Source: an optimization exercise on an open RTL-to-GDS flow (aim: small area, a short achievable clock period and few clock cycles). Production flows keep margins and buffers that such runs may drop.
Only simulation tests tie the RTL to the original design; equivalence was not proved.
Power is estimated from default activity; no workload was simulated.

== wip/delta ==
==> module zmc_alu, before the edit <==
module zmc_alu (
	input  [15:0] a_in,
	input  [15:0] b_in,
	input  [7:0]  op_in,
	input         z_flag_in,
	input         s_flag_in,
	input         c_flag_in,
	input         ovr_flag_in,
	input         clk,
	input         a_reset_l,
	output reg [15:0] c_out,
	output reg    z_flag_out,
	output reg    s_flag_out,
	output reg    c_flag_out,
	output reg    ovr_flag_out,
	output        valid_out
);
	wire [15:0] a = a_in;
	wire [15:0] b = b_in;
	wire [3:0]  n = op_in[3:0];
	wire        cont = op_in[5];
	wire        zi = z_flag_in, si = s_flag_in, ci = c_flag_in, vi = ovr_flag_in;
	wire hi00    = (op_in[7:6] == 2'b00) & ~op_in[4];
	wire n_arith = (n == 4'h0) | (n == 4'h1) | (n == 4'h3) | (n == 4'h4) | (n == 4'h8) | (n == 4'hB);
	wire g_arith = hi00 & n_arith;
	wire g_logic = (op_in[7:4] == 4'h4);
	wire g_shift = (op_in[7:4] == 4'h8) & ~(op_in[2] & op_in[1]);
	wire is_mul  = hi00 & (n == 4'h2);
	wire is_div  = (op_in == 8'h0F);
	wire is_md   = is_mul | is_div;
	wire signd   = op_in[5];
	wire        x_a    = op_in[3] & ~op_in[2];                
	wire        x_ones = ~op_in[3] & op_in[2];                
	wire        x_d    = op_in[3] & op_in[2];                 
	wire        y_inv  = op_in[1] & op_in[0];                 
	wire        cin    = cont ? (ci & (op_in[3] | op_in[2] | op_in[0])) : op_in[0];
	wire        sel_a, sel_a1, sel_r;
	wire [15:0] dx;
	wire [15:0] x = ({16{sel_a}} & a) | ({16{sel_a1}} & {1'b0, a[15:1]}) |
	                ({16{sel_r}} & dx) | {16{x_ones}};
	wire [15:0] y = y_inv ? ~b : b;
	wire [15:0] sum, carry;
	wire        c16;
	pfx_add #(16) add_i (.x(x), .y(y), .cin(cin), .s(sum), .c(carry), .cout(c16));
	wire        c15 = carry[15];
	wire        sum_zero = (sum == 16'd0);
	wire        b_nz   = |b;
	wire        b_lnz  = |b[14:0];
	wire        neg_sub = ~cont & y_inv;       
	wire        negc    = cont & (n == 4'h3);  
	reg ar_c, ar_v;
	always @(*) begin
		if (negc) begin
			ar_c = b_nz | ci;
			ar_v = ~ci & b[15] & ~b_lnz;
		end else if (neg_sub) begin
			ar_c = c16 & b_nz;
			ar_v = (c16 & b_nz) ^ (c15 & b_lnz);
		end else begin
			ar_c = c16;
			ar_v = c16 ^ c15;
		end
	end
	wire mov   = (n == 4'h0);
	wire ar_z  = mov ? zi : (sum_zero & (~cont | zi));
	wire ar_s  = mov ? si : sum[15];
	wire ar_cf = mov ? ci : ar_c;
	wire ar_vf = mov ? vi : ar_v;
	reg [15:0] lg;
	integer i;
	always @(*) begin
		for (i = 0; i < 16; i = i + 1)
			lg[i] = op_in[{b[i], a[i]}];
		if (n == 4'hF) lg = 16'h0001;
	end
	reg        sh_fill, sh_c;
	reg [15:0] sh;
	always @(*) begin
		sh_c = ci;
		case (op_in[2:0])
			3'd0: sh_fill = 1'b0;
			3'd1: sh_fill = 1'b1;
			3'd2: sh_fill = op_in[3] ? b[0] : b[15];
			3'd4: sh_fill = op_in[3] ? b[15] : b[0];
			default: sh_fill = ci;
		endcase
		if (op_in[2:0] == 3'd5) sh_c = op_in[3] ? b[15] : b[0];
		sh = op_in[3] ? {b[14:0], sh_fill} : {sh_fill, b[15:1]};
	end
	reg         busy;  
	reg         vreg;  
	reg  [3:0]  pos;   
	reg  [16:0] ra;    
	reg  [14:0] rb;    
	wire        first = ~busy;
	wire [24:0] t;
	mul_step mul_i (
		.h(first ? 17'd0 : ra),
		.A({signd & a[15], a}),
		.C(first ? b[7:0] : b[15:8]),
		.neg(signd & ~first),
		.t(t)
	);
	reg  [3:0]  nf;
	integer k;
	always @(*) begin
		nf = 4'd15;
		for (k = 0; k < 16; k = k + 1)
			if (b[k]) nf = 15 - k;
	end
	wire        nf_small = b[15] | b[14];
	wire [15:0] r_init = {1'b0, a[15:1]} >> nf;
	reg         abit;  
	wire [3:0]  pos_m1 = (busy ? pos : nf) - 4'd1;
	wire [3:0]  pos_next = (busy | nf_small) ? pos_m1 : nf;
	assign      dx = {ra[14:0], abit};
	assign      sel_r  = x_d & busy;
	assign      sel_a  = x_a | (x_d & ~busy & b[15]);
	assign      sel_a1 = x_d & ~busy & ~b[15];
	wire        q = (busy & ra[15]) | c16;
	wire [15:0] r_next = q ? sum : x;
	always @(posedge clk or negedge a_reset_l) begin
		if (!a_reset_l) begin
			busy <= 1'b0;
			vreg <= 1'b0;
		end else begin
			busy <= is_md & ~vreg;
			vreg <= ~vreg & ((busy & (is_mul | (is_div & (pos == 4'd0)))) | (~busy & is_div & b[15]));
		end
	end
	always @(posedge clk) begin
		pos  <= pos_next;
		abit <= a[pos_next];
		if (is_mul) begin
			ra <= t[24:8];
			rb <= {7'd0, t[7:0]};
		end else begin
			ra <= {1'b0, (busy | nf_small) ? r_next : r_init};
			rb <= busy ? {rb[13:0], q} : {14'd0, q & nf_small};
		end
	end
	assign valid_out = vreg;
	wire [15:0] md_out = vreg ? ra[15:0] :
	                     is_mul ? {t[7:0], rb[7:0]} : {busy ? rb[14:0] : 15'd0, q};
	wire a_z  = ~(|a);
	wire md_z = is_div ? (a_z & b_nz) : (a_z | ~b_nz);
	wire md_s = is_div ? si : (signd & (a[15] ^ b[15]));
	wire md_v = is_div ? ~b_nz : vi;
	always @(*) begin
		c_out = 16'd0; z_flag_out = 1'b0; s_flag_out = 1'b0; c_flag_out = 1'b0; ovr_flag_out = 1'b0;
		if (g_arith) begin
			c_out = sum; z_flag_out = ar_z; s_flag_out = ar_s; c_flag_out = ar_cf; ovr_flag_out = ar_vf;
		end else if (g_logic) begin
			c_out = lg; z_flag_out = (lg == 16'd0); s_flag_out = lg[15]; c_flag_out = ci; ovr_flag_out = vi;
		end else if (g_shift) begin
			c_out = sh; z_flag_out = (sh == 16'd0); s_flag_out = sh[15]; c_flag_out = sh_c; ovr_flag_out = vi;
		end else if (is_md) begin
			c_out = md_out; z_flag_out = md_z; s_flag_out = md_s; c_flag_out = ci; ovr_flag_out = md_v;
		end
	end
endmodule
Settings: LEC_CHECK=0, ABC_AREA=1, ABC_CLOCK_PERIOD_IN_PS=8000, CAP_MARGIN=20, CORE_MARGIN=2, CORE_UTILIZATION=40, SETUP_SLACK_MARGIN=5, SLEW_MARGIN=20; clock period 16.0 ns.
standard.sh (not shown) runs the stock make flow with config.mk's settings and CLKGATE_MAP_FILE= SYNTH_SCRIPT=/design/flow/synth_recipe.tcl, a recipe that flattens the netlist after the stock synthesis.
==> flow/flow/run.sh <==
#!/bin/bash
# Layout flow: the standard flow (standard.sh) with two changes: the port
# buffers that global placement inserts on every input and output are
# sky130_fd_sc_hd__buf_2 instead of the cell the resizer picks by default, and
# timing repair aims at 5.5 ns of setup slack instead of config.mk's 5.
# The output of the whole run goes to standard.log in this folder; ORFS keeps
# each step's log under orfs/logs.
set -e
export BUFFER_PORTS_ARGS="-buffer_cell sky130_fd_sc_hd__buf_2"
sed 's/SETUP_SLACK_MARGIN=[0-9.]*/SETUP_SLACK_MARGIN=5.5/' standard.sh > standard_margin.sh
bash standard_margin.sh > standard.log 2>&1
Testbench counts of wip/delta, summed over its fixed seeds: cycles 5,871.
Setup changes, wip/delta to wip/fjord
-- flow/design.v --
<<< wip/delta, line 318
	pfx_add #(16) add_i (.x(x), .y(y), .cin(cin), .s(sum), .c(carry), .cout(c16));
	wire        c15 = carry[15];
	wire        sum_zero = (sum == 16'd0);
	wire        b_nz   = |b;
	wire        b_lnz  = |b[14:0];
>>> wip/fjord, line 318
	pfx_add #(16) add_i (.x(x), .y(y), .cin(cin), .s(sum), .c(carry), .cout(c16));
	wire        c15 = carry[15];
	wire        sum_zero = ((x ^ y) == {x[14:0] | y[14:0], cin});
	wire        b_nz   = |b;
	wire        b_lnz  = |b[14:0];
[summary]
wip/fjord vs. wip/delta: design area higher, count of clock-buffer cells in the layout lost 2, violation count after the first detailed-routing iteration decreased about 4%, wire length ~0 delta, post-layout instance count excluding filler cells now larger.
Share of the core filled with cells in wip/fjord vs wip/delta: down 1.4 points
Looking only at synthesized instance count, and setting everything else aside, the lower value of wip/delta and wip/fjord goes to wip/delta.
When the final numbers for wip/delta and wip/fjord were put side by side, the leakage power figure turned out to be smaller in wip/delta.
Diff wip/fjord..wip/delta | via count | negligible
Changes observed in wip/fjord relative to wip/delta: relative slew slack now larger, share of the final layout cell area in sequential cells about even, post-synth design cell area climbed 3.4%, total power draw held.
Testbench counts of wip/fjord, summed over its fixed seeds: cycles 5,871.

[static timing again, ports no longer ideal]
How much do the figures lean on ideal ports? The routed layouts below were timed once more, with nothing changed but the port constraints. Step 1 (the two cells are an assumption about what drives the block):
set clk [get_ports {clk}]
set_driving_cell -lib_cell sky130_fd_sc_hd__clkbuf_16 $clk
set_driving_cell -lib_cell sky130_fd_sc_hd__buf_2 [delete_from_list [all_inputs] $clk]
Step 2 times the ports against the registers' clock, not the clock port: input delays grow and output delays shrink by t, the midpoint of the rising clock arrivals with the driver on. Slacks: ideal / step 1 / step 2; pairs: ideal / step 1.
run | shift t [ns] | setup WS [ns] | clock arrival spread, ns
wip/delta | 0.332 | 5.617 / 5.598 / 5.598 | 0.018 / 0.017
wip/fjord | 0.345 | 5.598 / 5.563 / 5.563 | 0.011 / 0.011
After both steps every run listed still meets setup and hold. For wip/fjord, which loses most, drivers alone change the setup slack by -0.035 ns; drivers and shift together by -0.035 ns.
